Background: an optimization exercise with open tools, aiming at small area. Do not read the settings as production practice.
RTL that was checked went through simulation tests only; none was proved equivalent to the original.
No functional check of the RTL was part of run 6.
Power and IR drop assume default switching activity.

[design/flow/design.v]
`timescale 1ns / 1ps
module framer (
    input  wire        aclk,
    input  wire        aresetn,
    input  wire [255:0] s_axis_tdata,
    input  wire         s_axis_tvalid,
    output wire         s_axis_tready,
    output wire [31:0] m_axi_awaddr,
    output wire        m_axi_awvalid,
    input  wire        m_axi_awready,
    output wire [31:0] m_axi_wdata,
    output wire [3:0]  m_axi_wstrb,
    output wire        m_axi_wvalid,
    input  wire        m_axi_wready,
    input  wire [1:0]  m_axi_bresp,
    input  wire        m_axi_bvalid,
    output wire        m_axi_bready,
    output wire [31:0] m_axi_araddr,
    output wire        m_axi_arvalid,
    input  wire        m_axi_arready,
    input  wire [31:0] m_axi_rdata,
    input  wire [1:0]  m_axi_rresp,
    input  wire        m_axi_rvalid,
    output wire        m_axi_rready
);
localparam [2:0]
    S_INIT0 = 3'd0,
    S_INIT  = 3'd1,
    S_IDLE  = 3'd2,
    S_WRITE = 3'd3,
    S_TX    = 3'd4,
    S_WAIT  = 3'd5;
localparam [4:0]
    W_ZERO = 5'd31,
    W_C62  = 5'd29,
    W_C9   = 5'd30;
reg [255:0] data;         
reg   [2:0] state;
reg   [4:0] idx;          
reg   [4:0] wsel;         
reg         tready_reg;
reg         awvalid_reg;
reg         wvalid_reg;
reg         rready_reg;
reg         ar_set;       
wire in_init0 = (state == S_INIT0);
wire in_init  = (state == S_INIT);
wire in_idle  = (state == S_IDLE);
wire in_write = (state == S_WRITE);
wire in_tx    = (state == S_TX);
wire in_wait  = (state == S_WAIT);
wire last_word = (idx == 5'd25);
wire hs_exit   = m_axi_wready & wvalid_reg;       
wire accept    = tready_reg & s_axis_tvalid;      
wire done      = m_axi_rvalid & (m_axi_rdata == 32'h8);
reg   [2:0] state_next;
reg   [4:0] idx_next;
reg   [4:0] wsel_next;
reg         awvalid_next;
reg         wvalid_next;
reg         rready_next;
always @* begin
    state_next   = state;
    idx_next     = 5'd0;
    wsel_next    = W_ZERO;
    awvalid_next = awvalid_reg;
    wvalid_next  = wvalid_reg;
    rready_next  = rready_reg;
    case (state)
        S_INIT0, S_INIT, S_TX: begin
            state_next = (state == S_INIT0) ? S_INIT : state;
            wsel_next  = (state == S_TX) ? W_C9 : W_C62;
            if (m_axi_awready) begin
                awvalid_next = 1'b0;
                if (awvalid_reg) wvalid_next = 1'b1;
            end else if (!wvalid_reg) begin
                awvalid_next = 1'b1;
            end
            if (hs_exit) begin
                awvalid_next = 1'b0;
                wvalid_next  = 1'b0;
                wsel_next    = W_ZERO;
                state_next   = (state == S_TX) ? S_WAIT : S_IDLE;
            end
        end
        S_IDLE: begin
            rready_next = ~accept;
            if (accept) begin
                awvalid_next = 1'b1;
                state_next   = S_WRITE;
            end
        end
        S_WRITE: begin
            wsel_next = {idx[4:1], idx[0] & ~last_word};
            if (m_axi_wready) begin
                awvalid_next = 1'b1;
                wvalid_next  = 1'b0;
                if (last_word) state_next = S_TX;
                else           idx_next   = idx + 5'd1;
            end else begin
                idx_next    = idx;
                wvalid_next = 1'b1;
                if (m_axi_awready) awvalid_next = 1'b0;
            end
        end
        S_WAIT: begin
            if (!m_axi_rvalid) rready_next = 1'b1;
            if (done) state_next = S_IDLE;
        end
        default: ;
    endcase
end
always @(posedge aclk) begin
    if (tready_reg) data <= s_axis_tdata;
end
always @(posedge aclk) begin
    if (~aresetn) begin
        state       <= S_INIT0;
        idx         <= 5'd0;
        wsel        <= W_ZERO;
        tready_reg  <= 1'b0;
        awvalid_reg <= 1'b0;
        wvalid_reg  <= 1'b0;
        rready_reg  <= 1'b0;
        ar_set      <= 1'b0;
    end else begin
        state       <= state_next;
        idx         <= idx_next;
        wsel        <= wsel_next;
        tready_reg  <= in_idle & ~accept;
        awvalid_reg <= awvalid_next;
        wvalid_reg  <= wvalid_next;
        rready_reg  <= rready_next;
        if (in_wait & ~m_axi_rvalid) ar_set <= 1'b1;
    end
end
wire [31:0] hdr =
    ({32{wsel == 5'd0}} & 32'hFFFFFFFF) |
    ({32{wsel == 5'd1}} & 32'h1800FFFF) |
    ({32{wsel == 5'd2}} & 32'h6b4d023e) |
    ({32{wsel == 5'd3}} & 32'h00450008) |
    ({32{wsel == 5'd4}} & 32'h00005400) |
    ({32{wsel == 5'd5}} & 32'h11ff0000) |
    ({32{wsel == 5'd6}} & 32'h0000eff0) |
    ({32{wsel == 5'd7}} & 32'ha8c00000) |
    ({32{wsel == 5'd8}} & 32'hc507010a) |
    ({32{wsel == 5'd9}} & 32'h4000c507) |
    ({32{wsel == 5'd10}} & 32'h722f0000) |
    ({32{wsel == 5'd11}} & 32'h6f696461) |
    ({32{wsel == 5'd12}} & 32'h6d757264) |
    ({32{wsel == 5'd13}} & 32'h692c0000) |
    ({32{wsel == 5'd14}} & 32'h69696969) |
    ({32{wsel == 5'd15}} & 32'h00696969) |
    ({32{wsel == W_C62}} & 32'h00000062) |
    ({32{wsel == W_C9}}  & 32'h00000009);
wire [8:0] wsel_data;     
genvar gk;
generate
    for (gk = 0; gk < 9; gk = gk + 1) begin : g_sel
        assign wsel_data[gk] = (wsel == 5'd16 + gk);
    end
endgenerate
reg [31:0] wdata;
integer k;
always @* begin
    wdata = hdr;
    for (k = 0; k < 8; k = k + 1) begin
        wdata[31:16] = wdata[31:16] | ({16{wsel_data[k]}} &
                       {data[32*k+23 -: 8], data[32*k+31 -: 8]});
        wdata[15:0]  = wdata[15:0]  | ({16{wsel_data[k+1]}} &
                       {data[32*k+7 -: 8], data[32*k+15 -: 8]});
    end
end
wire base    = ~in_init0;
wire hi_addr = in_init | in_tx;
assign s_axis_tready = tready_reg;
assign m_axi_awaddr  = {1'b0, base, 6'b0, base, base, base, 10'b0,
                        {4{hi_addr}}, idx | {hi_addr, hi_addr, hi_addr, in_tx, hi_addr}, 2'b00};
assign m_axi_awvalid = awvalid_reg;
assign m_axi_wdata   = wdata;
assign m_axi_wvalid  = wvalid_reg;
assign m_axi_wstrb   = 4'hF;
assign m_axi_bready  = 1'b1;
assign m_axi_araddr  = {1'b0, ar_set, 6'b0, ar_set, ar_set, ar_set, 10'b0,
                        {9{ar_set}}, 2'b00};
assign m_axi_arvalid = rready_reg & in_wait;
assign m_axi_rready  = rready_reg;
endmodule
[design/flow/flow/run.sh]
#!/bin/bash
# Standard layout with three changes to how it is made:
#  - synthesis maps the logic with an area-oriented ABC script (flow/abc.script);
#    the registers come out of the standard synthesis unchanged,
#  - every I/O port is buffered by a minimum-size buffer,
#  - clock sinks are clustered by CTS without dummy loads,
#  - each constant output value comes from a single tie cell.
set -euo pipefail
here=$(pwd)
cat > "$here/my_synth.tcl" <<EOT
proc abc {args} {
  set i [lsearch \$args -script]
  if {\$i >= 0} { lset args [expr {\$i + 1}] {$here/flow/abc.script} }
  yosys abc {*}\$args
}
source {$here/synth_recipe.tcl}
EOT
bash standard.sh SYNTH_SCRIPT="$here/my_synth.tcl" \
  BUFFER_PORTS_ARGS="-buffer_cell sky130_fd_sc_hd__buf_1" \
  CTS_ARGS="-sink_clustering_enable -repair_clock_nets -buf_list sky130_fd_sc_hd__clkbuf_4 -sink_clustering_size 10 -sink_clustering_max_diameter 60 -dont_use_dummy_load" \
  SKIP_REPAIR_TIE_FANOUT=1 finish > standard_flow.log 2>&1
[design/flow/flow/abc.script]
strash
&get -n
&st
&dch
&nf -R 1000
&st
&dch
&nf -R 1000
&put
topo
[design/flow/standard.sh]
#!/bin/bash
# synth_recipe.tcl (not shown) runs the flow's synth.tcl, then flattens the netlist and writes it again
# the make line also repeats each setting of config.mk as NAME=value (left out here)
make -C /OpenROAD-flow-scripts/flow DESIGN_CONFIG=/design/flow/config.mk WORK_HOME=/design/flow/orfs CLKGATE_MAP_FILE= SYNTH_SCRIPT=/design/flow/synth_recipe.tcl "${@:-finish}"
[design/flow/config.mk]
export PLATFORM = sky130hd
export DESIGN_NAME = framer
export DESIGN_NICKNAME = framer
export VERILOG_FILES = /design/flow/design.v
export SDC_FILE = /design/flow/constraint.sdc
export NUM_CORES = 4
export LEC_CHECK = 0
export CAP_MARGIN = 0
export CORE_MARGIN = 2
export CORE_UTILIZATION = 70
export SLEW_MARGIN = 0
[design/flow/constraint.sdc]
create_clock -name core_clock -period 5.0 [get_ports {aclk}]
set_input_delay 1.0000 -clock core_clock [delete_from_list [all_inputs] [get_ports {aclk}]]
set_output_delay 1.0000 -clock core_clock [all_outputs]
set_load 0.01 [all_outputs]
==> results.tsv, run 1 <==
metric	value	unit
status	finished clean	
worst path cell trace	clkinv_1 > nand2_1 > nor3_2 > buf_4 > a222oi_1 > nand4_1 > or4_1 > buf_1	
initial antenna violation count	1	
WL/cell	23.1	um
vias in the first global route	7685	
total power	4430	uW
antenna viol nets, final	0	
Slew Limit Fails	0	
CTS clock-pin slew for the worst setup and hold paths	0.11	ns
total gr overflow	0	
Syn Std Cell Area	10700	um^2
Worst setup EP type	primary output	
maxcap violations	0	
TritonCTS buffer count	31	
insertion delay to the later sink of the worst-skew pair	0.69	ns
Final Hold Viols	0	
final WL	27800	um
Setup violations, final	0	
Worst Slack Setup Final	0.411	ns
RePlAce Congestion	0.897	
CTS resizes	0	
fillers	908	
critical path class	flop to primary output	
final worst path period need	4.59	ns
Yosys reg bits	274	
worst min path class	input pin to flop	
switching share of total power	27.2	%
vias per inst	6.33	
Die Area	16300	um^2
pwr dens	363	nW/um^2
layout cell share with drive strength beyond 1	5.61	%
Biggest register	data	
clk_skew	0.0648	ns
port bufs	356	
setup TNS	0	ns
required time of the critical path	4.00	ns
Fmax	218	MHz
CTS Sinks	274	
global-route wire length before repair	40600	um
Largest regs	data x256, idx x5, wsel x5	
RSZ-0062 raised after global routing	no	
YS warnings	1	
Vias	7641	
placed cell areas	12000	um^2
Slew HR	9.40	%
Int Power	3230	uW
Layout area overhead	14.1	%
Core ar.	15100	um^2
Die Height	128	um
crit start category	flop	
arrival time at the worst endpoint	3.59	ns
setup bufs post-CTS	0	
max FFs per register	256	
initial drt markers	924	
slowest CP cell	dfxtp_1	
row count	45	
Die W	128	um
Clock power frac	20.7	%
combinational share of power	15.0	%
I/O pins	406	
GR Util All Layers	33.2	%
worst slack, placed	1.20	ns
count of different cell masters after synthesis	48	
length of routed met3 wiring	3070	um
DRC	0	
sequential area share after synthesis	75.1	%
Top Layer Used	met4	
Net Sw Power	1200	uW
worst slew pin tran	1.35	ns
hold depth	1	
most frequent cells in the layout	buf_1, edfxtp_1, a222oi_1	
synthesized area per cell	15.8	um^2
Pre-Repair DR Iteration Count	5	
Post-CTS Hold Buffers	0	
initial core utilization	71.0	%
post-route cell area	12200	um^2
wl on met1	9520	um
slowest cell delay on critical path	0.73	ns
FF-to-FF path depth	2	
FFs w/ async S/R, synth	0	%
largest net degree at the start of global routing	101	
commonest non-fill, non-tap cell in the layout	buf_1	
CTS tree	yes	
crit path max fanout	22	
Leak Pwr	0.00386	uW
H-tree Lvls	1	
Top FF cell, synth	edfxtp_1	
met2 wire length	14100	um
root buf cell	clkbuf_4	
syn nets	979	
Post-Syn Instances	677	
clk buf depth	3	
period utilization	91.8	%
final-stage net count	1320	
sequential share of power	64.4	%
Detail Placement HPWL	19900	um
VDD IR-drop max	0.306	mV
Post-synth EDFFs	256	
[cell families after synthesis]
family          Yosys count  share of synthesized area [%]
simple gates            170                           7.84
fa+ha+maj                 2                          0.233
flops                   274                           75.1
buf+inv                  73                           4.80
xor+xnor                  3                          0.245
other cells               2                         0.0701
compound gates          153                           11.7
[critical path, delay by kind of cell (launching register included)]
family,cells,cell delay [ns]
and+or+nand+nor,4,0.95
buffers and inverters,3,0.78
DFF,1,0.73
AOI/OAI and AO/OA,1,0.42
[cell type report]
class	instances	area, um^2	area share, %
inverters	9	33.8	0.276
clock buffers	31	233	1.90
flip-flops and latches	274	8050	65.8
multi-input cells	330	2210	18.1
repair buffers	372	1460	11.9
diodes	3	7.51	0.0614
well taps	188	235	1.92
[routing by layer]
layer  vias up  track usage, %
met1      3580            40.9
met5         -               0
li1       3420               -
met2       551            57.6
met3        90            7.30
met4         0            13.8
[power by group through the flow]
stage / Combinational (uW) / Clock, uW / Sequential, uW
floorplan: 417 / 0 / 2960
global placement: 644 / 0 / 2890
detailed placement: 660 / 0 / 2900
CTS: 663 / 935 / 2850
global route: 724 / 1010 / 2870
finish: 663 / 916 / 2850
[cells in the mapped netlist, types with 4 or more instances]
| cell | number | share of area, % |
|---|---|---|
| buf_4 | 64 | 4.5 |
| a21oi_1 | 18 | 0.84 |
| nand2_1 | 40 | 1.4 |
| a211oi_1 | 10 | 0.70 |
| nand3_1 | 26 | 1.2 |
| edfxtp_1 | 256 | 72 |
| o21ai_0 | 8 | 0.37 |
| nor2_1 | 32 | 1.1 |
| nand2b_1 | 5 | 0.29 |
| nor3_1 | 18 | 0.84 |
| or3_1 | 4 | 0.23 |
| and3_1 | 7 | 0.41 |
| a21boi_0 | 8 | 0.56 |
| a221oi_1 | 18 | 1.5 |
| clkinv_1 | 9 | 0.32 |
| a222oi_1 | 44 | 4.1 |
| nand4_1 | 10 | 0.58 |
| a22oi_1 | 8 | 0.56 |
| a2111oi_0 | 6 | 0.49 |
| or2_0 | 7 | 0.41 |
| a22o_1 | 15 | 1.2 |
| nor4_1 | 11 | 0.64 |
| dfxtp_1 | 18 | 3.4 |
[final timing paths]
| path | slack (ns) | from | to |
|---|---|---|---|
| worst max-delay path | 0.41 | wsel[0] | m_axi_wdata[1] |
| worst max register to register | 2.41 | tready_reg | data[195] |
| worst min register to register | 0.54 | idx[1] | idx[1] |
| worst min-delay path | 0.46 | s_axis_tdata[151] | data[151] |
[per-stage QoR]
step / cells / hold slack [ns] / util, %
6_report: 1207 / 0.464 / 81.0
5_1_grt: 1205 / 0.427 / 81.0
3_3_place_gp: 1173 / 0.510 / 79.5
4_1_cts: 1204 / 0.424 / 81.0
3_5_place_dp: 1173 / 0.530 / 79.5
2_1_floorplan: 677 / 0.469 / -
==> run 2, diff against run 1 <==
--- a/design/flow/flow/run.sh
+++ b/design/flow/flow/run.sh
@@ -1,5 +1,5 @@
 #!/bin/bash
-# Standard layout with three changes to how it is made:
+# Standard layout with these changes to how it is made:
 #  - synthesis maps the logic with an area-oriented ABC script (flow/abc.script);
 #    the registers come out of the standard synthesis unchanged,
 #  - every I/O port is buffered by a minimum-size buffer,
==> design/flow/config.mk (replaced) <==
export PLATFORM = sky130hd
export DESIGN_NAME = framer
export DESIGN_NICKNAME = framer
export VERILOG_FILES = /design/flow/design.v
export SDC_FILE = /design/flow/constraint.sdc
export NUM_CORES = 4
export LEC_CHECK = 0
export CAP_MARGIN = 20
export CORE_MARGIN = 2
export CORE_UTILIZATION = 60
export GPL_TIMING_DRIVEN = 0
export SLEW_MARGIN = 20
==> run 2 against run 1 <==
- largest power group unchanged
- first-iteration DRC count fell by 11%
- die area rose by 16%
- synthesized cell count did not move
- critical endpoint unchanged
- critical path type unchanged
- total power rose by 3.7%
==> results.tsv, run 2 <==
metric	value	unit	change
status	finished clean		
worst min path class	input pin to flop		
CTS tree	yes		
global-route wire length before repair	40700	um	+0.17%
H-tree Lvls	1		unchanged
Fmax	218	MHz	+0.11%
largest net degree at the start of global routing	63		-38%
Biggest register	data		
combinational share of power	17.8	%	+2.8 points
final worst path period need	4.58	ns	-0.00490 ns
Final Hold Viols	0		unchanged
initial drt markers	824		-11%
vias per inst	5.91		-6.6%
critical path class	flop to primary output		
clk buf depth	3		unchanged
row count	48		+6.7%
crit path max fanout	15		-32%
Setup violations, final	0		unchanged
length of routed met3 wiring	3300	um	+7.7%
FFs w/ async S/R, synth	0	%	unchanged
fillers	1177		+30%
Post-synth EDFFs	256		unchanged
crit start category	flop		
sequential area share after synthesis	75.1	%	unchanged
RePlAce Congestion	0.888		-0.95%
met2 wire length	14400	um	+1.7%
Syn Std Cell Area	10700	um^2	unchanged
setup TNS	0	ns	unchanged
reg2reg setup slack	2.80	ns	+0.39 ns
pwr dens	354	nW/um^2	-2.3%
switching share of total power	27.5	%	+0.29 points
Layout area overhead	21.1	%	
Slew Limit Fails	0		unchanged
Post-Syn Instances	677		unchanged
worst slew pin tran	0.952	ns	-0.394 ns
count of different cell masters after synthesis	48		unchanged
share of the synthesized area in the top cell type	71.7	%	unchanged
most common cell in the netlist	edfxtp_1		
Synth area leader	edfxtp_1		
Top Layer Used	met4		
syn nets	979		unchanged
maxcap violations	0		unchanged
Pre-Repair DR Iteration Count	8		+3
period utilization	91.7	%	-0.098 points
synthesized area per cell	15.8	um^2	unchanged
RSZ-0062 raised after global routing	no		
required time of the critical path	4.00	ns	about the same
Vias	7774		+1.7%
final-stage net count	1392		+5.5%
Clock power frac	20.5	%	-0.2 points
vias in the first global route	7433		-3.3%
Core ar.	17400	um^2	+15%
wl on met1	10100	um	+5.8%
I/O pins	406		unchanged
Die Height	138	um	+7.8%
Detail Placement HPWL	21100	um	+6.2%
CTS Sinks	274		unchanged
Leak Pwr	0.00428	uW	+11%
worst slack, placed	1.19	ns	-0.00585 ns
post-route cell area	13000	um^2	+6.1%
Largest regs	data x256, idx x5, wsel x5		
initial antenna violation count	0		-1
CTS clock-pin slew for the worst setup and hold paths	0.11	ns	about the same
clk_skew	0.0514	ns	-0.0134 ns
total gr overflow	0		unchanged
GR Util All Layers	29.2	%	-4.0 points
final core occ	74.8	%	-6.3 points
commonest non-fill, non-tap cell in the layout	buf_1		
Slew HR	35.9	%	+27 points
YS warnings	1		unchanged
ranking of synthesized cells by area	edfxtp_1, buf_4, a222oi_1, dfxtp_1, a221oi_1		
VDD IR-drop max	0.258	mV	-16%
root buf cell	clkbuf_4		
antenna viol nets, final	0		unchanged
arrival time at the worst endpoint	3.58	ns	about the same
most frequent cells in the layout	buf_1, edfxtp_1, buf_4		
setup bufs post-CTS	0		unchanged
WL/cell	21.7	um	-6.1%
CTS resizes	0		unchanged
initial core utilization	61.8	%	-9.3 points
Worst setup EP type	primary output		
max FFs per register	256		unchanged
Worst Slack Setup Final	0.416	ns	+0.00490 ns
Yosys reg bits	274		unchanged
placed cell areas	12700	um^2	+6.2%
Fin Hold WS	0.452	ns	-0.0120 ns
insertion delay to the later sink of the worst-skew pair	0.71	ns	+0.02 ns
Net Sw Power	1260	uW	+4.8%
TritonCTS buffer count	31		unchanged
Top FF cell, synth	edfxtp_1		
Die Area	18900	um^2	+16%
Int Power	3330	uW	+3.2%
Synth top cells by count	edfxtp_1, buf_4, a222oi_1, nand2_1, nor2_1		
DRC	0		unchanged
Post-CTS Hold Buffers	0		unchanged
Die W	138	um	+7.8%
sequential share of power	61.8	%	-2.6 points
final WL	28500	um	+2.3%
layout cell share with drive strength beyond 1	11.9	%	+6.3 points
port bufs	356		unchanged
-- run 2: cell counts after synthesis --
No cell type changed its count.
-- run 2: cell type report --
cell class | count | area [um^2] | share of cell area, %
Buffer | 64 | 480 | 3.70
Multi-Input combinational cell | 330 | 2210 | 17.1
Clock buffer | 31 | 233 | 1.79
Inverter | 9 | 33.8 | 0.260
Antenna cell | 2 | 5.00 | 0.0386
Tap cell | 225 | 282 | 2.17
Timing Repair Buffer | 380 | 1680 | 12.9
Sequential cell | 274 | 8050 | 62.1
-- run 2: final timing paths --
kind | from | to | cells past startpoint
worst max register to register | state[1] | state[1] | 8
worst min-delay path | s_axis_tdata[180] | data[180] | 1
worst max-delay path | wsel[0] | m_axi_wdata[1] | 8
worst min register to register | idx[1] | idx[1] | 2
-- run 2: kinds of logic after synthesis --
kind of cell	count (synthesis)	synth area share, %
flip-flops	274	75.1
buffers and inverters	73	4.80
AO/OA/AOI/OAI	153	11.7
adder cells (fa/ha/maj)	2	0.233
AND/OR/NAND/NOR	170	7.84
XOR/XNOR	3	0.245
other	2	0.0701
-- run 2: power groups by stage --
stage / Combinational, uW / Sequential (uW) / Clock, uW
2_1_floorplan: 417 / 2960 / 0
3_3_place_gp: 669 / 3010 / 0
3_5_place_dp: 809 / 2890 / 0
4_1_cts: 812 / 2840 / 953
5_1_grt: 889 / 2860 / 1040
6_report: 816 / 2840 / 941
-- run 2: critical path, cell delays in order (launching register included) --
cell	delay, ns
dfxtp_1	0.71
clkinv_1	0.35
nand2_1	0.29
nor3_2	0.17
buf_4	0.24
a222oi_1	0.39
nand4_1	0.16
or4_1	0.42
buf_1	0.17
-- run 2: per-layer routing --
layer / global-route usage, % / up-vias
li1: - / 3560
met1: 36.3 / 3683
met2: 50.3 / 472
met3: 7.73 / 59
met4: 8.99 / 0
met5: 0 / -
-- run 2: per-stage QoR --
| stage | total power [uW] | cells |
|---|---|---|
| after floorplan | 3370 | 677 |
| after global placement | 3680 | 1258 |
| after detailed placement | 3700 | 1282 |
| after CTS | 4600 | 1313 |
| after global routing | 4780 | 1313 |
| final | 4600 | 1315 |
==> run 3, diff against run 2 <==
--- a/design/flow/config.mk
+++ b/design/flow/config.mk
@@ -7,6 +7,6 @@
 export LEC_CHECK = 0
 export CAP_MARGIN = 20
 export CORE_MARGIN = 2
-export CORE_UTILIZATION = 60
+export CORE_UTILIZATION = 70
 export GPL_TIMING_DRIVEN = 0
 export SLEW_MARGIN = 20
==> run 3 against run 2 <==
- core utilization increased by 11 points
- synthesized area unchanged
- cell area decreased by 0.36%
- sequential share of layout area increased by 0.22 points
- total power about the same
- synthesized cell count unchanged
- flip-flop and latch count unchanged
- non-clock buffer count decreased by 2
- highest routed layer is now met5
- still clean
- critical endpoint is now m_axi_wdata[20]
==> results.tsv, run 3 <==
metric	value	unit	change
Slew Limit Fails	0		unchanged
Layout area overhead	20.6	%	
global-route wire length before repair	41700	um	+2.6%
fillers	771		-34%
Finished Layout Cells	1276		-3.0%
Reg area	8050	um^2	unchanged
row count	45		-6.3%
Slew HR	42.4	%	+6.4 points
share of the synthesized area in the top cell type	71.7	%	unchanged
DRC	0		unchanged
Leak Pwr	0.00427	uW	-0.11%
Synth Area in Simple Gates	7.84	%	unchanged
port bufs	356		unchanged
RePlAce Congestion	0.926		+4.2%
root buf cell	clkbuf_4		
Die Area	16300	um^2	-14%
most frequent cells in the layout	buf_1, edfxtp_1, buf_4		
Post-Syn Instances	677		unchanged
final worst path period need	4.71	ns	+0.131 ns
total gr overflow	0		unchanged
worst min path class	input pin to flop		
Placed Cells	1243		-3.0%
period utilization	94.3	%	+2.6 points
YS warnings	1		unchanged
worst slew pin tran	0.843	ns	-0.110 ns
Die W	128	um	-7.2%
syn nets	979		unchanged
crit path max fanout	23		+8
TritonCTS buffer count	31		unchanged
sequential area share after synthesis	75.1	%	unchanged
vias per inst	6.36		+7.6%
Syn Std Cell Area	10700	um^2	unchanged
Worst setup EP type	primary output		
crit-path leading delay family	compound AO/OA/AOI/OAI gates		
Top FF cell, synth	edfxtp_1		
initial drt markers	1044		+27%
pwr dens	356	nW/um^2	+0.40%
Pre-Repair DR Iteration Count	8		unchanged
Fmax	212	MHz	-2.8%
Synth top cells by count	edfxtp_1, buf_4, a222oi_1, nand2_1, nor2_1		
worst path cell trace	clkinv_1 > nand2_1 > nor2_4 > buf_12 > a22o_1 > a221o_1 > a2111oi_0 > nand2_1 > buf_1		
met2 usage	59.5	%	+9.2 points
GR Util All Layers	34.4	%	+5.3 points
required time of the critical path	4.00	ns	about the same
Largest regs	data x256, idx x5, wsel x5		
final WL	28800	um	+1.1%
Final Hold Viols	0		unchanged
vias in the first global route	7740		+4.1%
initial antenna violation count	3		+3
Biggest register	data		
commonest non-fill, non-tap cell in the layout	buf_1		
layout cell share with drive strength beyond 1	11.9	%	-0.070 points
Post-Synth XOR/XNOR Area	0.245	%	unchanged
ranking of synthesized cells by area	edfxtp_1, buf_4, a222oi_1, dfxtp_1, a221oi_1		
slowest cell delay on critical path	0.74	ns	+0.03 ns
slowest CP cell	dfxtp_1		
largest net degree at the start of global routing	65		+3.2%
H-tree Lvls	1		unchanged
clk_skew	0.0371	ns	-0.0143 ns
FFs w/ async S/R, synth	0	%	unchanged
synthesized area per cell	15.8	um^2	unchanged
Post-CTS Hold Buffers	0		unchanged
Synth Area in Adders	0.233	%	unchanged
arrival time at the worst endpoint	3.71	ns	+0.13 ns
most common cell in the netlist	edfxtp_1		
multi-input logic area	2220	um^2	+0.28%
antenna viol nets, final	0		unchanged
Detail Placement HPWL	21000	um	-0.63%
setup bufs post-CTS	0		unchanged
I/O pins	406		unchanged
setup TNS	0	ns	unchanged
WP buf/inv	3		unchanged
crit start category	flop		
CTS clock-pin slew for the worst setup and hold paths	0.11	ns	about the same
critical path class	flop to primary output		
Synth Area in Compound Gates	11.7	%	unchanged
VDD IR-drop max	0.344	mV	+33%
RSZ-0062 raised after global routing	no		
insertion delay to the later sink of the worst-skew pair	0.69	ns	-0.02 ns
count of different cell masters after synthesis	48		unchanged
WL/cell	22.6	um	+4.2%
Worst path most repeated cell	nand2_1		
Synth area leader	edfxtp_1		
met1 GRT Util	42.3	%	+6.1 points
Vias	8118		+4.4%
CTS resizes	0		unchanged
Core ar.	15100	um^2	-13%
final-stage net count	1390		-0.14%
gr busiest metal	met2		
max FFs per register	256		unchanged
CTS tree	yes		
status	finished clean		
Die Height	128	um	-7.2%
maxcap violations	0		unchanged
clk buf depth	3		unchanged
Yosys reg bits	274		unchanged
mux contribution to synthesized area	0	%	unchanged
initial core utilization	71.0	%	+9.3 points
CTS Sinks	274		unchanged
largest family of logic cells by synthesized area	compound AO/OA/AOI/OAI gates		
Post-synth EDFFs	256		unchanged
met3 Usage GRT	7.43	%	-0.30 points
Setup violations, final	0		unchanged
## run 3: metrics by stage
step | area, um^2 | worst slack, ns | utilization (%) | total power (uW) | hold slack (ns)
3_5_place_dp | 12700 | 1.13 | 84.1 | 3700 | 0.548
3_3_place_gp | 12300 | -2.07 | 81.5 | 3660 | 0.529
6_report | 12900 | 0.285 | 85.7 | 4600 | 0.464
4_1_cts | 12900 | 0.366 | 85.6 | 4590 | 0.445
2_1_floorplan | 10700 | 0.145 | - | 3370 | 0.469
5_1_grt | 12900 | 0.0487 | 85.7 | 4770 | 0.443
## run 3: final timing paths
check / from / to / slack, ns / cells after the start
max: wsel[0] / m_axi_wdata[20] / 0.29 / 9
min reg2reg: idx[1] / idx[1] / 0.57 / 2
max reg2reg: tready_reg / state[0] / 2.73 / 7
min: s_axis_tdata[33] / data[33] / 0.46 / 1
## run 3: kinds of logic (layout without fill, tap and decap cells)
kind of cell	after synthesis	count (layout)
adders and majority gates	2	2
xor gates and xnor gates	3	3
other	2	4
DFF	274	274
buffers and inverters	73	482
and+or+nand+nor	170	170
AOI/OAI and AO/OA	153	153
## run 3: cell type report
class,count,area share (%)
tap,188,1.82
sequential,274,62.3
timing repair buffer,378,12.9
antenna,2,0.0387
inverter,9,0.261
buffer,64,3.72
clock buffer,31,1.80
multi-input combinational,330,17.2
## run 3: report_power, final
group / switching [uW] / total [uW] / internal [uW]
registers: 123 / 2850 / 2720
clock network: 646 / 930 / 283
logic: 493 / 823 / 331
## run 3: per-layer routing
metal  part of all wire, %  wire (um)  up-vias
li1                      -          -     3565
met1                    33       9560     3808
met2                    50      14400      645
met3                    12       3450       98
met4                   4.6       1340        2
met5                 0.038         11        -
==> run 4, diff against run 3 <==
--- a/design/flow/flow/run.sh
+++ b/design/flow/flow/run.sh
@@ -1,5 +1,5 @@
 #!/bin/bash
-# Standard layout with these changes to how it is made:
+# Standard layout with three changes to how it is made:
 #  - synthesis maps the logic with an area-oriented ABC script (flow/abc.script);
 #    the registers come out of the standard synthesis unchanged,
 #  - every I/O port is buffered by a minimum-size buffer,
--- a/design/flow/config.mk
+++ b/design/flow/config.mk
@@ -7,6 +7,5 @@
 export LEC_CHECK = 0
 export CAP_MARGIN = 20
 export CORE_MARGIN = 2
-export CORE_UTILIZATION = 70
-export GPL_TIMING_DRIVEN = 0
+export CORE_UTILIZATION = 60
 export SLEW_MARGIN = 20
==> run 4 against run 3 <==
- sequential power about the same
- routed wire length shrank 1.8%
- register-to-register slack gained 0.07 ns
- global-route usage is 5.4 points lower
- cell count is 2.4% lower
- first-iteration DRC count fell by 28%
- combinational power decreased by 18%
==> results.tsv, run 4 <==
metric	value	unit	change
worst setup path startpoint	wsel[0]		
Vias	7496		-7.7%
total gr overflow	0		unchanged
root buf cell	clkbuf_4		
Fin Hold WS	0.448	ns	-0.0162 ns
CTS tree	yes		
Top FF cell, synth	edfxtp_1		
Die Area	18900	um^2	+16%
TritonCTS buffer count	31		unchanged
insertion delay to the later sink of the worst-skew pair	0.71	ns	+0.02 ns
maxcap violations	0		unchanged
Worst setup EP type	primary output		
initial drt markers	756		-28%
final-stage net count	1324		-4.7%
RSZ-0062 raised after global routing	no		
crit start category	flop		
Syn Std Cell Area	10700	um^2	unchanged
most frequent cells in the layout	buf_1, edfxtp_1, a222oi_1		
Post-synth EDFFs	256		unchanged
RePlAce Congestion	0.949		+2.5%
Post-CTS Hold Buffers	0		unchanged
arrival time at the worst endpoint	3.59	ns	-0.12 ns
Die Height	138	um	+7.8%
fillers	1246		+62%
critical path class	flop to primary output		
Slew HR	30.9	%	-12 points
sequential area share after synthesis	75.1	%	unchanged
vias in the first global route	7470		-3.5%
Core ar.	17400	um^2	+15%
worst slew pin tran	1.04	ns	+0.194 ns
Fmax	218	MHz	+2.6%
worst min path class	input pin to flop		
commonest non-fill, non-tap cell in the layout	buf_1		
final worst path period need	4.59	ns	-0.121 ns
Pre-Repair DR Iteration Count	5		-3
most common cell in the netlist	edfxtp_1		
pwr dens	363	nW/um^2	+2.0%
VDD IR-drop max	0.275	mV	-20%
status	finished clean		
Synth top cells by count	edfxtp_1, buf_4, a222oi_1, nand2_1, nor2_1		
multi-input logic area	2210	um^2	-0.39%
CTS clock-pin slew for the worst setup and hold paths	0.11	ns	about the same
WL/cell	22.7	um	+0.58%
initial antenna violation count	1		-2
row count	48		+6.7%
ranking of synthesized cells by area	edfxtp_1, buf_4, a222oi_1, dfxtp_1, a221oi_1		
H-tree Lvls	1		unchanged
CTS resizes	0		unchanged
layout cell share with drive strength beyond 1	5.98	%	-5.9 points
count of different cell masters after synthesis	48		unchanged
Biggest register	data		
share of the synthesized area in the top cell type	71.7	%	unchanged
setup TNS	0	ns	unchanged
DRC	0		unchanged
crit path max fanout	19		-17%
initial core utilization	61.8	%	-9.3 points
vias per inst	6.02		-5.4%
Detail Placement HPWL	20200	um	-3.6%
period utilization	91.9	%	-2.4 points
syn nets	979		unchanged
setup bufs post-CTS	0		unchanged
clk_skew	0.0518	ns	+0.0147 ns
CTS Sinks	274		unchanged
Post-Syn Instances	677		unchanged
synthesized area per cell	15.8	um^2	unchanged
Layout area overhead	14.7	%	
largest net degree at the start of global routing	84		+29%
Slew Limit Fails	0		unchanged
global-route wire length before repair	40500	um	-2.8%
Largest regs	data x256, idx x5, wsel x5		
Die W	138	um	+7.8%
antenna viol nets, final	0		unchanged
clk buf depth	3		unchanged
max FFs per register	256		unchanged
GR Util All Layers	29.0	%	-5.4 points
Synth area leader	edfxtp_1		
Reg area	8050	um^2	unchanged
final WL	28300	um	-1.8%
YS warnings	1		unchanged
required time of the critical path	4.00	ns	about the same
Yosys reg bits	274		unchanged
Final Hold Viols	0		unchanged
Reg-to-Reg Start	tready_reg		
Leak Pwr	0.00388	uW	-9.3%
I/O pins	406		unchanged
FFs w/ async S/R, synth	0	%	unchanged
Setup violations, final	0		unchanged
port bufs	356		unchanged
Hold Crit Start	s_axis_tdata[249]		
-- run 4: cell counts after synthesis --
Identical to the previous run, type by type.
-- run 4: stage by stage --
step / power, uW / cells / area [um^2] / utilization, % / setup WS, ns
detailed placement: 3570 / 1213 / 12100 / 69.5 / 1.20
floorplan: 3370 / 677 / 10700 / - / 0.145
CTS: 4470 / 1244 / 12300 / 70.8 / 0.448
global placement: 3540 / 1213 / 12100 / 69.5 / 1.33
global route: 4640 / 1246 / 12300 / 70.9 / 0.188
finish: 4460 / 1246 / 12300 / 70.9 / 0.406
-- run 4: final timing paths --
| path | cells past startpoint | end | slack, ns |
|---|---|---|---|
| min reg2reg | 2 | idx[1] | 0.56 |
| max reg2reg | 6 | state[0] | 2.80 |
| min | 1 | data[249] | 0.45 |
| max | 9 | m_axi_wdata[12] | 0.41 |
-- run 4: metal layers --
| layer | share of wire (%) | GRT usage [%] | up-vias |
|---|---|---|---|
| met4 | 2.4 | 8.25 | 0 |
| li1 | - | - | 3420 |
| met2 | 49 | 49.7 | 460 |
| met1 | 37 | 37.4 | 3563 |
| met5 | 0 | 0 | - |
| met3 | 12 | 6.66 | 53 |
-- run 4: power breakdown --
group	leakage [uW]	internal [uW]	switching (uW)	total (uW)
Combinational	0.00128	219	456	675
Clock	0.000143	284	650	934
Sequential	0.00246	2730	127	2850
-- run 4: logic make-up after synthesis --
group	Yosys count	synth area share [%]
AOI/OAI and AO/OA	153	11.7
xor gates and xnor gates	3	0.245
adders and majority gates	2	0.233
buffers and inverters	73	4.80
DFF	274	75.1
other	2	0.0701
and+or+nand+nor	170	7.84
-- run 4: area by class of cell --
class	count	area share (%)
antenna	1	0.0203
clock buffer	31	1.89
inverter	9	0.275
multi-input combinational	330	18.0
sequential	274	65.5
tap	225	2.29
timing repair buffer	376	12.1
-- run 4: critical path, stage by stage (launching register included) --
cell and delay (ns):
dfxtp_1 0.75, clkinv_1 0.38, nor2_1 0.22, nand2_1 0.13
nor2_4 0.60, buf_4 0.31, a222oi_1 0.10, a21boi_0 0.17
nand4_1 0.10, buf_1 0.16
==> run 5, diff against run 4 <==
--- a/design/flow/flow/run.sh
+++ b/design/flow/flow/run.sh
@@ -1,5 +1,5 @@
 #!/bin/bash
-# Standard layout with three changes to how it is made:
+# Standard layout with these changes to how it is made:
 #  - synthesis maps the logic with an area-oriented ABC script (flow/abc.script);
 #    the registers come out of the standard synthesis unchanged,
 #  - every I/O port is buffered by a minimum-size buffer,
@@ -17,5 +17,5 @@
 EOT
 bash standard.sh SYNTH_SCRIPT="$here/my_synth.tcl" \
   BUFFER_PORTS_ARGS="-buffer_cell sky130_fd_sc_hd__buf_1" \
-  CTS_ARGS="-sink_clustering_enable -repair_clock_nets -buf_list sky130_fd_sc_hd__clkbuf_4 -sink_clustering_size 10 -sink_clustering_max_diameter 60 -dont_use_dummy_load" \
+  CTS_ARGS="-sink_clustering_enable -repair_clock_nets -buf_list sky130_fd_sc_hd__clkbuf_2 -sink_clustering_size 6 -sink_clustering_max_diameter 50 -dont_use_dummy_load" \
   SKIP_REPAIR_TIE_FANOUT=1 finish > standard_flow.log 2>&1
==> run 5 against run 4 <==
- first-iteration DRC count down 8.2%
- synthesized area is the same
- flip-flop and latch count stayed put
- synthesized cell count stayed put
- sequential power barely moved
- largest cell class unchanged
- highest routed layer unchanged
==> results.tsv, run 5 <==
metric	value	unit	change
status	finished clean		
final WL	28600	um	+1.1%
switching share of total power	28.7	%	+1.1 points
syn nets	979		unchanged
Worst Slack Setup Final	0.283	ns	-0.123 ns
insertion delay to the later sink of the worst-skew pair	0.84	ns	+0.13 ns
Vias	7644		+2.0%
Core ar.	17400	um^2	unchanged
Post-synth EDFFs	256		unchanged
vias per inst	6.04		+0.36%
count of different cell masters after synthesis	48		unchanged
worst min path class	input pin to flop		
WL/cell	22.6	um	-0.48%
Die W	138	um	unchanged
clk buf depth	3		unchanged
setup bufs post-CTS	0		unchanged
sequential share of power	63.4	%	-0.5 points
max FFs per register	256		unchanged
port bufs	356		unchanged
Synth area leader	edfxtp_1		
synthesized area per cell	15.8	um^2	unchanged
required time of the critical path	4.00	ns	about the same
TritonCTS buffer count	51		+65%
DRC	0		unchanged
RSZ-0062 raised after global routing	no		
clk_skew	0.0738	ns	+0.0220 ns
crit path max fanout	19		unchanged
Yosys reg bits	274		unchanged
FF-to-FF path depth	6		unchanged
maxcap violations	0		unchanged
H-tree Lvls	2		+1
row count	48		unchanged
total gr overflow	0		unchanged
setup TNS	0	ns	unchanged
share of the synthesized area in the top cell type	71.7	%	unchanged
CTS resizes	0		unchanged
Largest regs	data x256, idx x5, wsel x5		
fillers	1247		+0.080%
layout cell share with drive strength beyond 1	7.79	%	+1.8 points
CTS clock-pin slew for the worst setup and hold paths	0.12	ns	about the same
initial antenna violation count	1		unchanged
period utilization	94.3	%	+2.5 points
slowest CP cell	dfxtp_1		
arrival time at the worst endpoint	3.72	ns	+0.13 ns
worst slew pin tran	1.03	ns	-0.00692 ns
Leak Pwr	0.00395	uW	+1.8%
antenna viol nets, final	0		unchanged
Pre-Repair DR Iteration Count	8		+3
Layout area overhead	15.0	%	
Fin Hold WS	0.311	ns	-0.137 ns
pwr dens	365	nW/um^2	+0.71%
commonest non-fill, non-tap cell in the layout	buf_1		
I/O pins	406		unchanged
Biggest register	data		
worst slack, placed	1.20	ns	unchanged
most frequent cells in the layout	buf_1, edfxtp_1, clkbuf_2		
GR Util All Layers	29.6	%	+0.58 points
CTS tree	yes		
global-route wire length before repair	41100	um	+1.3%
VDD IR-drop max	0.313	mV	+14%
Slew Limit Fails	0		unchanged
critical path class	flop to primary output		
Worst setup EP type	primary output		
Int Power	3210	uW	-0.59%
Clock power frac	21.6	%	+0.7 points
Setup violations, final	0		unchanged
Syn Std Cell Area	10700	um^2	unchanged
crit start category	flop		
Slew HR	31.3	%	+0.46 points
Fmax	212	MHz	-2.6%
final-stage net count	1344		+1.5%
largest net degree at the start of global routing	84		unchanged
Net Sw Power	1290	uW	+4.8%
Final Hold Viols	0		unchanged
RePlAce Congestion	0.949		unchanged
most common cell in the netlist	edfxtp_1		
worst path cell trace	clkinv_1 > nor2_1 > nand2_1 > nor2_4 > buf_4 > a222oi_1 > a21boi_0 > nand4_1 > buf_1		
Detail Placement HPWL	20200	um	unchanged
Die Area	18900	um^2	unchanged
vias in the first global route	7681		+2.8%
Post-Syn Instances	677		unchanged
Die Height	138	um	unchanged
initial core utilization	61.8	%	unchanged
FFs w/ async S/R, synth	0	%	unchanged
root buf cell	clkbuf_2		
CTS Sinks	274		unchanged
Top FF cell, synth	edfxtp_1		
final worst path period need	4.72	ns	+0.123 ns
Synth top cells by count	edfxtp_1, buf_4, a222oi_1, nand2_1, nor2_1		
slowest cell delay on critical path	0.75	ns	about the same
hold depth	1		unchanged
combinational share of power	15.0	%	about the same
initial drt markers	694		-8.2%
YS warnings	1		unchanged
sequential area share after synthesis	75.1	%	unchanged
Post-CTS Hold Buffers	0		unchanged
ranking of synthesized cells by area	edfxtp_1, buf_4, a222oi_1, dfxtp_1, a221oi_1		
## run 5: cell counts after synthesis
No cell type changed its count.
## run 5: critical path, delay by kind of cell (launching register included)
kind	cells	cell delay [ns]
AOI/OAI and AO/OA	2	0.27
buffers and inverters	3	0.84
DFF	1	0.75
and+or+nand+nor	4	1.05
## run 5: metrics by stage
stage | instance area, um^2 | util [%] | power (uW) | cells
finish | 12300 | 71.0 | 4500 | 1266
global route | 12300 | 71.0 | 4700 | 1266
CTS | 12300 | 70.9 | 4520 | 1264
detailed placement | 12100 | 69.5 | 3570 | 1213
global placement | 12100 | 69.5 | 3540 | 1213
floorplan | 10700 | - | 3370 | 677
## run 5: cell families after synthesis
kind of cell,share of synthesized area (%)
flops,75.1
simple gates,7.84
compound gates,11.7
buf+inv,4.80
xor+xnor,0.245
fa+ha+maj,0.233
other cells,0.0701
## run 5: path summary, 6_finish.rpt
path                                         from              end  slack [ns]
worst max-delay path                      wsel[0]  m_axi_wdata[12]        0.28
worst min-delay path            s_axis_tdata[102]        data[102]        0.31
worst max register to register         tready_reg         state[0]        2.78
worst min register to register             idx[1]           idx[1]        0.56
## run 5: cell type report
cell class,count,area [um^2],share of cell area [%]
Timing Repair Buffer,376,1480,12.0
Multi-Input combinational cell,330,2210,18.0
Sequential cell,274,8050,65.3
Inverter,9,33.8,0.274
Clock buffer,51,255,2.07
Tap cell,225,282,2.28
Antenna cell,1,2.50,0.0203
## run 5: metal layers
metal	up-vias	global-route usage [%]	routed length, um
li1	3468	-	-
met1	3604	37.2	10400
met2	512	49.7	14100
met3	60	7.98	3350
met4	0	10.8	720
met5	-	0	0
## run 5: power groups by stage
stage	Clock (uW)	Combinational, uW	Sequential, uW
floorplan	0	417	2960
global placement	0	654	2890
detailed placement	0	670	2900
CTS	998	672	2850
global route	1090	736	2870
finish	975	675	2850
==> run 6, diff against run 5 <==
--- a/design/flow/design.v
+++ b/design/flow/design.v
@@ -36,8 +36,8 @@
     W_C9   = 5'd30;
 reg [255:0] data;         
 reg   [2:0] state;
-reg   [4:0] idx;          
 reg   [4:0] wsel;         
+reg         ahead;        
 reg         tready_reg;
 reg         awvalid_reg;
 reg         wvalid_reg;
@@ -49,20 +49,21 @@
 wire in_write = (state == S_WRITE);
 wire in_tx    = (state == S_TX);
 wire in_wait  = (state == S_WAIT);
-wire last_word = (idx == 5'd25);
-wire hs_exit   = m_axi_wready & wvalid_reg;       
-wire accept    = tready_reg & s_axis_tvalid;      
-wire done      = m_axi_rvalid & (m_axi_rdata == 32'h8);
+wire  [4:0] idx       = wsel + {4'b0, ahead};
+wire        last_word = (wsel == 5'd24) & ahead;    
+wire        hs_exit   = m_axi_wready & wvalid_reg;  
+wire        accept    = tready_reg & s_axis_tvalid;   
+wire        done      = m_axi_rvalid & (m_axi_rdata == 32'h8);
 reg   [2:0] state_next;
-reg   [4:0] idx_next;
 reg   [4:0] wsel_next;
+reg         ahead_next;
 reg         awvalid_next;
 reg         wvalid_next;
 reg         rready_next;
 always @* begin
     state_next   = state;
-    idx_next     = 5'd0;
     wsel_next    = W_ZERO;
+    ahead_next   = 1'b1;
     awvalid_next = awvalid_reg;
     wvalid_next  = wvalid_reg;
     rready_next  = rready_reg;
@@ -91,14 +92,13 @@
             end
         end
         S_WRITE: begin
-            wsel_next = {idx[4:1], idx[0] & ~last_word};
+            wsel_next  = last_word ? 5'd24 : idx;
+            ahead_next = last_word | m_axi_wready;
             if (m_axi_wready) begin
                 awvalid_next = 1'b1;
                 wvalid_next  = 1'b0;
                 if (last_word) state_next = S_TX;
-                else           idx_next   = idx + 5'd1;
             end else begin
-                idx_next    = idx;
                 wvalid_next = 1'b1;
                 if (m_axi_awready) awvalid_next = 1'b0;
             end
@@ -116,8 +116,8 @@
 always @(posedge aclk) begin
     if (~aresetn) begin
         state       <= S_INIT0;
-        idx         <= 5'd0;
         wsel        <= W_ZERO;
+        ahead       <= 1'b1;
         tready_reg  <= 1'b0;
         awvalid_reg <= 1'b0;
         wvalid_reg  <= 1'b0;
@@ -125,8 +125,8 @@
         ar_set      <= 1'b0;
     end else begin
         state       <= state_next;
-        idx         <= idx_next;
         wsel        <= wsel_next;
+        ahead       <= ahead_next;
         tready_reg  <= in_idle & ~accept;
         awvalid_reg <= awvalid_next;
         wvalid_reg  <= wvalid_next;
@@ -175,7 +175,7 @@
 wire hi_addr = in_init | in_tx;
 assign s_axis_tready = tready_reg;
 assign m_axi_awaddr  = {1'b0, base, 6'b0, base, base, base, 10'b0,
-                        {4{hi_addr}}, idx | {hi_addr, hi_addr, hi_addr, in_tx, hi_addr}, 2'b00};
+                        {4{hi_addr}}, ({5{in_write}} & idx) | {hi_addr, hi_addr, hi_addr, in_tx, hi_addr}, 2'b00};
 assign m_axi_awvalid = awvalid_reg;
 assign m_axi_wdata   = wdata;
 assign m_axi_wvalid  = wvalid_reg;
--- a/design/flow/flow/run.sh
+++ b/design/flow/flow/run.sh
@@ -17,5 +17,5 @@
 EOT
 bash standard.sh SYNTH_SCRIPT="$here/my_synth.tcl" \
   BUFFER_PORTS_ARGS="-buffer_cell sky130_fd_sc_hd__buf_1" \
-  CTS_ARGS="-sink_clustering_enable -repair_clock_nets -buf_list sky130_fd_sc_hd__clkbuf_2 -sink_clustering_size 6 -sink_clustering_max_diameter 50 -dont_use_dummy_load" \
+  CTS_ARGS="-sink_clustering_enable -repair_clock_nets -buf_list sky130_fd_sc_hd__clkbuf_4 -sink_clustering_size 10 -sink_clustering_max_diameter 60 -dont_use_dummy_load" \
   SKIP_REPAIR_TIE_FANOUT=1 finish > standard_flow.log 2>&1
==> run 6 against run 5 <==
- die area decreased by 0.70%
- first-iteration DRC count increased by 12%
- cell count decreased by 1.5%
- routed wire length increased by 0.69%
- critical path depth decreased by 1
- worst setup slack improved by 0.035 ns
- global-route usage increased by 0.32 points
- via count decreased by 0.72%
- combinational power increased by 8.3%
- highest routed layer unchanged
- cell area decreased by 1.5%
- largest power group unchanged
==> results.tsv, run 6 <==
metric	value	unit	change
CTS clock-pin slew for the worst setup and hold paths	0.11	ns	about the same
slowest cell delay on critical path	0.58	ns	-0.17 ns
sequential area share after synthesis	74.9	%	-0.21 points
final-stage net count	1324		-1.5%
hold depth	1		unchanged
Worst R2R End	state[1]		
Synth top cells by count	edfxtp_1, buf_4, nand2_1, a222oi_1, nor2_1		
syn nets	989		+1.0%
DRC	0		unchanged
port bufs	356		unchanged
worst slew pin tran	1.07	ns	+0.0357 ns
insertion delay to the later sink of the worst-skew pair	0.68	ns	-0.16 ns
Hold Crit Start	s_axis_tdata[82]		
setup bufs post-CTS	0		unchanged
clk buf depth	3		unchanged
H-tree Lvls	1		-1
VDD IR-drop max	0.248	mV	-21%
vias in the first global route	7494		-2.4%
largest net degree at the start of global routing	84		unchanged
Layout area overhead	14.1	%	
worst min path class	input pin to flop		
Syn Std Cell Area	10600	um^2	-0.72%
TritonCTS buffer count	30		-41%
Detail Placement HPWL	20400	um	+0.95%
Die W	137	um	-0.35%
Reg-to-Reg Start	wsel[4]		
most common cell in the netlist	edfxtp_1		
layout cell share with drive strength beyond 1	5.00	%	-2.8 points
initial core utilization	61.5	%	-0.23 points
Worst setup EP type	primary output		
initial antenna violation count	2		+1
row count	48		unchanged
root buf cell	clkbuf_4		
synthesized area per cell	15.5	um^2	-2.2%
pwr dens	370	nW/um^2	+1.2%
FFs w/ async S/R, synth	0	%	unchanged
Post-CTS Hold Buffers	0		unchanged
CTS Sinks	270		-1.5%
CTS tree	yes		
Vias	7589		-0.72%
Biggest register	data		
Slew HR	28.9	%	-2.4 points
RSZ-0062 raised after global routing	no		
final core occ	70.2	%	-0.82 points
reg2reg setup slack	2.08	ns	-0.70 ns
Slew Limit Fails	0		unchanged
WL/cell	23.1	um	+2.2%
YS warnings	1		unchanged
total gr overflow	0		unchanged
clk_skew	0.0331	ns	-0.0408 ns
required time of the critical path	4.00	ns	about the same
I/O pins	406		unchanged
placed cell areas	11900	um^2	-1.3%
Die Height	137	um	-0.35%
arrival time at the worst endpoint	3.68	ns	-0.04 ns
Die Area	18800	um^2	-0.70%
WHS Endpoint	data[82]		
Final Hold Viols	0		unchanged
count of different cell masters after synthesis	44		-8.3%
maxcap violations	0		unchanged
crit start category	flop		
Synth area leader	edfxtp_1		
crit path max fanout	11		-8
most frequent cells in the layout	buf_1, edfxtp_1, nand2_1		
commonest non-fill, non-tap cell in the layout	buf_1		
global-route wire length before repair	40800	um	-0.64%
setup TNS	0	ns	unchanged
worst path cell trace	nand2_1 > nor2_1 > nand2_1 > a21oi_1 > a21oi_1 > and3_1 > nand3_1 > buf_1		
RePlAce Congestion	0.914		-3.6%
antenna viol nets, final	0		unchanged
Top FF cell, synth	edfxtp_1		
Core ar.	17300	um^2	-0.35%
status	finished clean		
CTS resizes	0		unchanged
Setup violations, final	0		unchanged
period utilization	93.7	%	-0.70 points
max FFs per register	256		unchanged
Fmax	214	MHz	+0.74%
Post-synth EDFFs	256		unchanged
Leak Pwr	0.00381	uW	-3.4%
Post-Syn Instances	687		+1.5%
Finished Layout Cells	1247		-1.5%
GR Util All Layers	29.9	%	+0.32 points
vias per inst	6.09		+0.79%
critical path class	flop to primary output		
FF-to-FF path depth	8		+2
Placed Cells	1215		+0.16%
final WL	28800	um	+0.69%
Pre-Repair DR Iteration Count	6		-2
post-route cell area	12100	um^2	-1.5%
Yosys reg bits	270		-1.5%
initial drt markers	780		+12%
Largest regs	data x256, wsel x5, state x3		
final worst path period need	4.68	ns	-0.0348 ns
share of the synthesized area in the top cell type	72.2	%	+0.52 points
ranking of synthesized cells by area	edfxtp_1, buf_4, a222oi_1, dfxtp_1, nand2_1		
slowest CP cell	nor2_1		
[run 6: changes by cell type in the layout (fill, tap and decap cells not counted), sizes merged, moves of 6 or more]
cell,delta
nand2,+17
clkbuf,-22
a211oi,-7
a21oi,+6
buf,-8
o21ai,+11
nor3,-8
[run 6: how the worst max path moves through the flow]
| stage | slack (ns) | cells past startpoint | startpoint | to |
|---|---|---|---|---|
| floorplan | 0.31 | 7 | tready_reg | state[2] |
| global placement | 1.20 | 8 | wsel[4] | m_axi_wdata[10] |
| detailed placement | 1.16 | 9 | wsel[0] | m_axi_wdata[6] |
| CTS | 0.42 | 9 | wsel[0] | m_axi_wdata[6] |
| global route | 0.19 | 8 | wsel[4] | m_axi_wdata[10] |
| finish | 0.32 | 8 | wsel[2] | m_axi_wdata[16] |
[run 6: per-layer routing]
metal	track usage, %	part of all wire, %	vias up
li1	-	-	3419
met4	15.0	4.5	0
met3	6.48	9.7	82
met5	0	0	-
met2	50.9	51	487
met1	36.2	35	3601
[run 6: final cells by class]
cell class              instances  area, um^2
diodes                          2        5.00
clock buffers                  30         225
fillers                      1280        5160
inverters                       8        30.0
multi-input cells             345        2200
flip-flops and latches        270        7970
well taps                     225         282
repair buffers                367        1420
[run 6: through the flow]
step	power (uW)	hold WS [ns]	setup slack, ns
detailed placement	3610	0.514	1.16
finish	4490	0.468	0.317
CTS	4500	0.441	0.417
global route	4690	0.447	0.194
global placement	3570	0.509	1.20
floorplan	3390	0.545	0.314
[run 6: cells by family after synthesis]
logic type,count (synthesis),synth area share (%)
and+or+nand+nor,180,8.09
AOI/OAI and AO/OA,158,11.7
buffers and inverters,72,4.80
other,2,0.0706
xor gates and xnor gates,3,0.247
adders and majority gates,2,0.235
DFF,270,74.9
[run 6: power by group]
group          internal (uW)  switching [uW]
registers               2720             120
clock network            275             643
logic                    235             496
total                   3230            1260
[run 6: critical path: cells and delay by family, from the launching register on]
kind                   cells  cell delay, ns
AO/OA/AOI/OAI              2            0.86
buffers and inverters      1            0.18
flip-flops                 1            0.55
AND/OR/NAND/NOR            5            1.41
==> run 7, diff against run 6 <==
--- a/design/flow/design.v
+++ b/design/flow/design.v
@@ -29,7 +29,8 @@
     S_IDLE  = 3'd2,
     S_WRITE = 3'd3,
     S_TX    = 3'd4,
-    S_WAIT  = 3'd5;
+    S_WAIT  = 3'd5,
+    S_READY = 3'd6;       
 localparam [4:0]
     W_ZERO = 5'd31,
     W_C62  = 5'd29,
@@ -38,14 +39,14 @@
 reg   [2:0] state;
 reg   [4:0] wsel;         
 reg         ahead;        
-reg         tready_reg;
 reg         awvalid_reg;
 reg         wvalid_reg;
 reg         rready_reg;
 reg         ar_set;       
 wire in_init0 = (state == S_INIT0);
 wire in_init  = (state == S_INIT);
-wire in_idle  = (state == S_IDLE);
+wire in_idle  = (state == S_IDLE) | (state == S_READY);
+wire tready_reg = (state == S_READY);
 wire in_write = (state == S_WRITE);
 wire in_tx    = (state == S_TX);
 wire in_wait  = (state == S_WAIT);
@@ -84,8 +85,9 @@
                 state_next   = (state == S_TX) ? S_WAIT : S_IDLE;
             end
         end
-        S_IDLE: begin
+        S_IDLE, S_READY: begin
             rready_next = ~accept;
+            state_next  = S_READY;
             if (accept) begin
                 awvalid_next = 1'b1;
                 state_next   = S_WRITE;
@@ -118,7 +120,6 @@
         state       <= S_INIT0;
         wsel        <= W_ZERO;
         ahead       <= 1'b1;
-        tready_reg  <= 1'b0;
         awvalid_reg <= 1'b0;
         wvalid_reg  <= 1'b0;
         rready_reg  <= 1'b0;
@@ -127,7 +128,6 @@
         state       <= state_next;
         wsel        <= wsel_next;
         ahead       <= ahead_next;
-        tready_reg  <= in_idle & ~accept;
         awvalid_reg <= awvalid_next;
         wvalid_reg  <= wvalid_next;
         rready_reg  <= rready_next;
--- a/design/flow/config.mk
+++ b/design/flow/config.mk
@@ -7,5 +7,5 @@
 export LEC_CHECK = 0
 export CAP_MARGIN = 20
 export CORE_MARGIN = 2
-export CORE_UTILIZATION = 60
+export CORE_UTILIZATION = 70
 export SLEW_MARGIN = 20
==> run 7 against run 6 <==
- core utilization increased by 12 points
- cell count down 4.4%
- critical endpoint is now m_axi_wdata[27]
- global-route usage is 5.6 points higher
- worst setup slack better by 0.13 ns
- total power down 8.9%
- synthesized area decreased by 0.68%
==> results.tsv, run 7 <==
metric	value	unit	change
Yosys reg bits	269		-0.37%
final-stage net count	1310		-1.1%
Synth area leader	edfxtp_1		
final core occ	82.2	%	+12 points
final worst path period need	4.56	ns	-0.126 ns
initial drt markers	964		+24%
required time of the critical path	4.00	ns	about the same
Post-synth EDFFs	256		unchanged
RePlAce Congestion	0.912		-0.28%
hold depth	1		unchanged
Biggest register	data		
synthesized area per cell	15.7	um^2	+1.5%
RSZ-0062 raised after global routing	no		
total gr overflow	0		unchanged
most frequent cells in the layout	buf_1, edfxtp_1, nand2_1		
global-route wire length before repair	42500	um	+4.2%
DRC	0		unchanged
Slew HR	29.7	%	+0.72 points
Vias	7762		+2.3%
initial antenna violation count	2		unchanged
GR Util All Layers	35.5	%	+5.6 points
CTS resizes	0		unchanged
Fmax	219	MHz	+2.8%
YS warnings	1		unchanged
Post-CTS Hold Buffers	0		unchanged
worst min path class	input pin to flop		
pwr dens	339	nW/um^2	-8.1%
antenna viol nets, final	0		unchanged
Slew Limit Fails	0		unchanged
ranking of synthesized cells by area	edfxtp_1, buf_4, a222oi_1, dfxtp_1, nand2_1		
Final Hold Viols	0		unchanged
status	finished clean		
Worst setup EP type	primary output		
crit path max fanout	23		+12
Core ar.	14600	um^2	-15%
Leak Pwr	0.00379	uW	-0.69%
Detail Placement HPWL	20900	um	+2.1%
maxcap violations	0		unchanged
root buf cell	clkbuf_4		
crit start category	flop		
Layout area overhead	13.9	%	
Reg-to-Reg Start	state[1]		
worst setup path startpoint	wsel[2]		
most common cell in the netlist	edfxtp_1		
Hold Crit Start	s_axis_tdata[141]		
Setup violations, final	0		unchanged
initial core utilization	72.2	%	+11 points
Largest regs	data x256, wsel x5, state x3		
CTS Sinks	269		-0.37%
row count	44		-8.3%
largest net degree at the start of global routing	110		+31%
critical path class	flop to primary output		
sequential area share after synthesis	75.2	%	+0.32 points
layout cell share with drive strength beyond 1	5.07	%	+0.070 points
commonest non-fill, non-tap cell in the layout	buf_1		
H-tree Lvls	1		unchanged
CTS tree	yes		
WL/cell	24.4	um	+5.7%
Post-Syn Instances	672		-2.2%
clk_skew	0.0698	ns	+0.0367 ns
syn nets	974		-1.5%
max FFs per register	256		unchanged
setup TNS	0	ns	unchanged
VDD IR-drop max	0.237	mV	-4.3%
vias per inst	6.51		+7.0%
Die Height	127	um	-7.5%
FF-to-FF path depth	7		-1
arrival time at the worst endpoint	3.56	ns	-0.12 ns
setup bufs post-CTS	0		unchanged
fillers	809		-37%
TritonCTS buffer count	30		unchanged
period utilization	91.1	%	-2.5 points
FFs w/ async S/R, synth	0	%	unchanged
count of different cell masters after synthesis	47		+6.8%
Synth top cells by count	edfxtp_1, buf_4, nand2_1, a222oi_1, nand3_1		
vias in the first global route	7927		+5.8%
CTS clock-pin slew for the worst setup and hold paths	0.11	ns	about the same
Die W	127	um	-7.5%
Top FF cell, synth	edfxtp_1		
port bufs	356		unchanged
insertion delay to the later sink of the worst-skew pair	0.69	ns	about the same
I/O pins	406		unchanged
share of the synthesized area in the top cell type	72.7	%	+0.50 points
Pre-Repair DR Iteration Count	5		-1
final WL	29100	um	+1.0%
Die Area	16100	um^2	-14%
worst slew pin tran	1.05	ns	-0.0133 ns
Fin Hold WS	0.465	ns	-0.00233 ns
Syn Std Cell Area	10600	um^2	-0.68%
clk buf depth	3		unchanged
==> run 7: cell count changes after synthesis, sizes merged, moves of 4 or more <==
| cell | delta |
|---|---|
| nor2 | -4 |
| and3 | -5 |
| clkinv | -5 |
| a211oi | +4 |
| o21ai | -10 |
==> run 7: stage by stage <==
step,instances,total power (uW),cell area [um^2],setup WS [ns]
floorplan,672,3050,10600,0.0569
global placement,1160,3200,11800,1.26
detailed placement,1160,3220,11800,1.22
CTS,1190,4080,12000,0.459
global route,1192,4230,12000,0.203
finish,1192,4090,12000,0.444
==> run 7: worst max-delay path, cell delays in order (launching register included) <==
cell and delay (ns):
dfxtp_1 0.57, nand2b_1 0.41, nor3_2 0.71, buf_4 0.48, a22oi_1 0.16, and4_1 0.27
nand3_1 0.07, buf_1 0.19
==> run 7: cell type report <==
cell class	count	area (um^2)	area share, %
diodes	2	5.00	0.0416
clock buffers	30	225	1.87
inverters	3	11.3	0.0935
multi-input cells	336	2180	18.1
flip-flops and latches	269	7950	66.0
well taps	184	230	1.91
repair buffers	368	1440	12.0
==> run 7: cell families after synthesis <==
logic type | synth area share, %
xor+xnor | 0.166
simple gates | 8.16
other cells | 0.0711
flops | 75.2
fa+ha+maj | 0.237
buf+inv | 4.65
compound gates | 11.5
==> run 7: path summary, 6_finish.rpt <==
path / end / slack (ns)
setup / recovery: m_axi_wdata[27] / 0.44
hold / removal: data[141] / 0.47
setup reg to reg: awvalid_reg / 1.83
hold reg to reg: rready_reg / 0.56
==> run 7: layer usage <==
layer	vias to the layer above	share of wire, %	GRT usage [%]
met5	-	0	0
met4	0	4.1	15.1
met3	104	11	7.76
met2	604	52	61.7
met1	3681	33	43.6
li1	3373	-	-
==> run 7: where the power goes <==
part / switching, uW / total (uW) / internal (uW)
combinational: 377 / 576 / 199
clock: 627 / 902 / 275
sequential: 69.2 / 2610 / 2540
total: 1070 / 4090 / 3010
==> run 8, diff against run 7 <==
--- a/design/flow/config.mk
+++ b/design/flow/config.mk
@@ -7,5 +7,5 @@
 export LEC_CHECK = 0
 export CAP_MARGIN = 20
 export CORE_MARGIN = 2
-export CORE_UTILIZATION = 70
+export CORE_UTILIZATION = 60
 export SLEW_MARGIN = 20
==> run 8 against run 7 <==
- still clean on timing, DRC and antenna
- clock skew is 0.0073 ns higher
- critical path depth did not move
- first-iteration DRC count down 30%
- via count fell by 3.4%
- register-to-register slack gained 0.23 ns
- global-route usage shrank 5.4 points
- core utilization is 12 points lower
- total power rose by 0.54%
- worst hold slack got worse by 0.030 ns
- critical path type unchanged
- largest power group unchanged
==> results.tsv, run 8 <==
metric	value	unit	change
DRC	0		unchanged
initial core utilization	61.3	%	-11 points
Fmax	220	MHz	+0.43%
Placed Cells	1203		+3.7%
YS warnings	1		unchanged
vias in the first global route	7601		-4.1%
critical path class	flop to primary output		
total gr overflow	0		unchanged
CTS tree	yes		
mux contribution to synthesized area	0	%	unchanged
crit-path leading delay family	compound AO/OA/AOI/OAI gates		
Synth area leader	edfxtp_1		
crit start category	flop		
Post-Syn Instances	672		unchanged
vias per inst	6.07		-6.8%
share of the synthesized area in the top cell type	72.7	%	unchanged
global-route wire length before repair	41300	um	-2.9%
Slew Limit Fails	0		unchanged
largest family of logic cells by synthesized area	compound AO/OA/AOI/OAI gates		
Top FF cell, synth	edfxtp_1		
Finished Layout Cells	1235		+3.6%
VDD IR-drop max	0.267	mV	+13%
crit path max fanout	12		-48%
CTS Sinks	269		unchanged
RePlAce Congestion	0.910		-0.25%
sequential area share after synthesis	75.2	%	unchanged
slowest CP cell	a2111oi_0		
GR Util All Layers	30.1	%	-5.4 points
Largest regs	data x256, wsel x5, state x3		
Synth Area in Compound Gates	11.5	%	unchanged
TritonCTS buffer count	30		unchanged
Die Height	137	um	+7.8%
post-route cell area	12100	um^2	+0.55%
synthesized area per cell	15.7	um^2	unchanged
required time of the critical path	4.00	ns	about the same
Post-Synth XOR/XNOR Area	0.166	%	unchanged
Synth Area in Simple Gates	8.16	%	unchanged
max FFs per register	256		unchanged
ranking of synthesized cells by area	edfxtp_1, buf_4, a222oi_1, dfxtp_1, nand2_1		
Final Hold Viols	0		unchanged
slowest cell delay on critical path	0.88	ns	+0.17 ns
antenna viol nets, final	0		unchanged
period utilization	90.7	%	-0.39 points
RSZ-0062 raised after global routing	no		
FFs w/ async S/R, synth	0	%	unchanged
Die W	137	um	+7.8%
I/O pins	406		unchanged
pwr dens	339	nW/um^2	about the same
root buf cell	clkbuf_4		
final-stage net count	1312		+0.15%
Yosys reg bits	269		unchanged
Syn Std Cell Area	10600	um^2	unchanged
arrival time at the worst endpoint	3.54	ns	-0.02 ns
initial antenna violation count	2		unchanged
most common cell in the netlist	edfxtp_1		
Post-synth EDFFs	256		unchanged
Core ar.	17200	um^2	+18%
CTS clock-pin slew for the worst setup and hold paths	0.12	ns	about the same
total power	4110	uW	+0.54%
WL/cell	23.2	um	-5.1%
Synth Area in Adders	0.237	%	unchanged
initial drt markers	676		-30%
Detail Placement HPWL	20400	um	-2.0%
status	finished clean		
insertion delay to the later sink of the worst-skew pair	0.72	ns	+0.03 ns
largest net degree at the start of global routing	138		+25%
clk buf depth	3		unchanged
worst min path class	input pin to flop		
Worst path most repeated cell	nand2_1		
Layout area overhead	14.6	%	
Slew HR	29.3	%	-0.33 points
==> run 8: cell counts after synthesis <==
No cell type changed its count.
==> run 8: report_power, final <==
part           switching [uW]  internal (uW)
Clock                     652            275
Sequential               69.5           2540
Combinational             374            199
Total                    1100           3010
==> run 8: final cells by class <==
cell class | instances | area [um^2]
multi-input combinational | 336 | 2180
fill | 1265 | 5130
clock buffer | 30 | 225
inverter | 3 | 11.3
antenna | 2 | 5.00
timing repair buffer | 370 | 1450
sequential | 269 | 7950
tap | 225 | 282
==> run 8: cell families (layout without fill, tap and decap cells) <==
| group | count (synthesis) | count (layout) |
|---|---|---|
| buf+inv | 67 | 403 |
| other cells | 2 | 4 |
| simple gates | 178 | 178 |
| xor+xnor | 2 | 2 |
| fa+ha+maj | 2 | 2 |
| compound gates | 152 | 152 |
| flops | 269 | 269 |
==> run 8: path summary, 6_finish.rpt <==
| check | startpoint | to | slack, ns | cells after the start |
|---|---|---|---|---|
| setup / recovery | wsel[4] | m_axi_wdata[19] | 0.46 | 7 |
| hold reg to reg | rready_reg | rready_reg | 0.54 | 1 |
| hold / removal | s_axis_tdata[115] | data[115] | 0.44 | 1 |
| setup reg to reg | wsel[1] | state[2] | 2.06 | 9 |
==> run 8: per-layer routing <==
layer | vias up | part of all wire [%] | routed length [um] | GRT usage (%)
met2 | 453 | 51 | 14700 | 53.5
met5 | - | 0 | 0 | 0
met3 | 59 | 9.9 | 2840 | 7.37
li1 | 3378 | - | - | -
met4 | 0 | 3.3 | 935 | 10.1
met1 | 3609 | 36 | 10200 | 35.9
==> run 8: per-stage QoR <==
| step | hold WS, ns | worst slack, ns |
|---|---|---|
| floorplan | 0.534 | 0.0569 |
| global placement | 0.517 | 1.29 |
| detailed placement | 0.521 | 1.19 |
| CTS | 0.400 | 0.437 |
| global route | 0.405 | 0.287 |
| finish | 0.435 | 0.463 |

Check on run 8: ideal ports give 0.463 ns setup slack; a clkbuf_16 on the clock port and buf_2 on the inputs give 0.422 ns; moving port delays by the midpoint clock arrival (0.724 ns) as well gives 1.146 ns.
